Source: an optimization exercise on an open RTL-to-GDS flow (aim: small area and a short achievable clock period). Production flows keep margins and buffers that such runs may drop. Where RTL was checked, it was by simulation tests only, not by an equivalence proof against the original. Power figures rest on the tool's default switching activity, not on a simulated workload.

before:
==> flow/design.v <==
module pg_0 (
    input logic a,
    input logic b,
    output logic p,
    output logic g
);
assign p = a ^ b;
assign g = a & b;
endmodule
module pg_1plus (
    input logic pi_cur,
    input logic gi_cur,
    input logic pi_prev,
    input logic gi_prev,
    output logic pout,
    output logic gout
);
assign pout = pi_cur & pi_prev;
assign gout = gi_cur | (pi_cur & gi_prev);
endmodule
module ks_add #(
    parameter N = 64
)
(
    input  logic         clk,
    input  logic         rstn_,
    input  logic         en,
    input  logic [N-1:0] a,
    input  logic [N-1:0] b,
    output logic [N-1:0] out
);
    localparam int K = 7;                  
    localparam int W = N / K;              
    localparam int R = N - W * K;          
    function automatic int lo_bit(input int k);
        lo_bit = k * W + ((k < R) ? k : R);
    endfunction
    logic [K-2:0] c_reg;                   
    logic [K-2:0] c_nxt;
    logic [N-1:0] s_nxt;
    genvar k;
    generate
        for (k = 0; k < K; k++) begin : chunk
            localparam int LO = lo_bit(k);
            localparam int HI = lo_bit(k + 1) - 1;
            logic [HI-LO+1:0] s;
            logic cin;
            logic [HI-LO+2:0] t;
            if (k == 0) begin : first
                assign cin = 1'b0;
            end else begin : rest
                assign cin = c_reg[k-1];
            end
            assign t = {1'b0, a[HI:LO], 1'b1} + {1'b0, b[HI:LO], cin};
            assign s = t[HI-LO+2:1];
            assign s_nxt[HI:LO] = s[HI-LO:0];
            if (k < K - 1) begin : carry
                assign c_nxt[k] = s[HI-LO+1];
            end
        end
    endgenerate
    always_ff @(posedge clk) begin
        if (!rstn_) begin
            out <= '0;
        end else if (en) begin
            out <= s_nxt;
        end
    end
    always_ff @(posedge clk) begin
        if (en) begin
            c_reg <= c_nxt;
        end
    end
endmodule
Settings: LEC_CHECK=0, CAP_MARGIN=20, CORE_MARGIN=2, CORE_UTILIZATION=40, SLEW_MARGIN=20; clock period 2.0 ns.
standard.sh (not shown) runs the stock make flow with config.mk's settings and CLKGATE_MAP_FILE= SYNTH_SCRIPT=/design/flow/synth_recipe.tcl, a recipe that flattens the netlist after the stock synthesis.
==> flow/flow/run.sh <==
#!/bin/bash
# The standard layout, except that the input and output ports get the
# smallest buffer cell instead of the one buffer_ports picks by itself.
set -euo pipefail
export BUFFER_PORTS_ARGS="-buffer_cell sky130_fd_sc_hd__buf_1"
bash standard.sh finish > standard_flow.log 2>&1
In summary, before completed successfully, with a layout that passed the timing, DRC and antenna checks.
Changes in after relative to before:
--- a/flow/design.v
+++ b/flow/design.v
@@ -29,36 +29,57 @@
     input  logic [N-1:0] b,
     output logic [N-1:0] out
 );
     localparam int K = 7;                  
     localparam int W = N / K;              
     localparam int R = N - W * K;          
+    localparam int L = 4;                  
     function automatic int lo_bit(input int k);
         lo_bit = k * W + ((k < R) ? k : R);
     endfunction
     logic [K-2:0] c_reg;                   
     logic [K-2:0] c_nxt;
     logic [N-1:0] s_nxt;
-    genvar k;
+    genvar k, l, i;
     generate
         for (k = 0; k < K; k++) begin : chunk
             localparam int LO = lo_bit(k);
-            localparam int HI = lo_bit(k + 1) - 1;
-            logic [HI-LO+1:0] s;
-            logic cin;
-            logic [HI-LO+2:0] t;
+            localparam int M = lo_bit(k + 1) - LO;    
+            logic [M-1:0] p, g;
+            logic [M-1:0] gp [0:L];                    
+            logic [M-1:0] pp [0:L];                    
+            logic [M-1:0] c;                           
+            logic         cin;
+            assign p = a[LO+M-1:LO] ^ b[LO+M-1:LO];
+            assign g = a[LO+M-1:LO] & b[LO+M-1:LO];
+            assign gp[0] = g;
+            assign pp[0] = p;
+            for (l = 0; l < L; l++) begin : lvl
+                for (i = 0; i < M; i++) begin : bit_
+                    if ((i >> l) & 1) begin : comb
+                        localparam int J = ((i >> l) << l) - 1;    
+                        assign gp[l+1][i] = gp[l][i] | (pp[l][i] & gp[l][J]);
+                        assign pp[l+1][i] = pp[l][i] & pp[l][J];
+                    end else begin : pass
+                        assign gp[l+1][i] = gp[l][i];
+                        assign pp[l+1][i] = pp[l][i];
+                    end
+                end
+            end
             if (k == 0) begin : first
                 assign cin = 1'b0;
             end else begin : rest
                 assign cin = c_reg[k-1];
             end
-            assign t = {1'b0, a[HI:LO], 1'b1} + {1'b0, b[HI:LO], cin};
-            assign s = t[HI-LO+2:1];
-            assign s_nxt[HI:LO] = s[HI-LO:0];
-            if (k < K - 1) begin : carry
-                assign c_nxt[k] = s[HI-LO+1];
+            assign c[0] = cin;
+            for (i = 1; i < M; i++) begin : carry
+                assign c[i] = gp[L][i-1] | (pp[L][i-1] & cin);
+            end
+            assign s_nxt[LO+M-1:LO] = p ^ c;
+            if (k < K - 1) begin : cout
+                assign c_nxt[k] = gp[L][M-1] | (pp[L][M-1] & cin);
             end
         end
     endgenerate
     always_ff @(posedge clk) begin
         if (!rstn_) begin
             out <= '0;
--- outcome ---
Nothing crashed in after and all stages finished; the problem is that the final layout failed, the offending checks being negative setup slack. Type of the worst setup path: register to register -> before, input port to register -> after. Sequential share of layout area for after is higher than for before. The setup slack of after is smaller than that of before. Against before, after comes in 9 higher on post-cts gate resize count. Taking before as the reference, in after number of clock buffers in the layout moved down, routed wire length moved down, combined area of the multi-input logic cells moved down. Reported for before and after, number of antenna-violating nets in the routed design turned out identical to the last digit. Of before and after, the lower relative contribution of the clock network to total power belongs to before. Going from before to after, final count of pins violating max slew held, combinational gate power held, final net count went down 43, number of cells produced by synthesis went down 12%, non-clock buffer contribution to total cell area went up 3.5 points. Relative to before, the overall power after layout measured on after has increased slightly.
No functional check of the RTL was part of after.

static timing again, ports no longer ideal:
Ports are ideal in the flow. The routed layouts listed here were re-timed in OpenROAD. Step 1: set_driving_cell puts a clkbuf_16 on clk and a buf_2 on each other input, an assumption about the parent block. Step 2 times the ports against the registers' clock, not the clock port: input delays grow and output delays shrink by t, the midpoint of the rising clock arrivals with the driver on. a / b / c = ideal ports / drivers / drivers and shift; a / b = the first two.
run	t, ns	setup WS [ns]	hold slack, ns	clock arrival spread, ns	cell pins on the clock port's net
before	0.369	0.152 / 0.152 / -0.087	0.413 / 0.398 / 0.455	0.008 / 0.007	1
after	0.366	-0.141 / -0.137 / -0.504	0.413 / 0.421 / 0.450	0.009 / 0.009	1
Met with ideal ports but missed after step 2: setup timing in before. The setup slack of after, which loses most, moves by +0.004 ns with the drivers and by -0.363 ns with both steps.
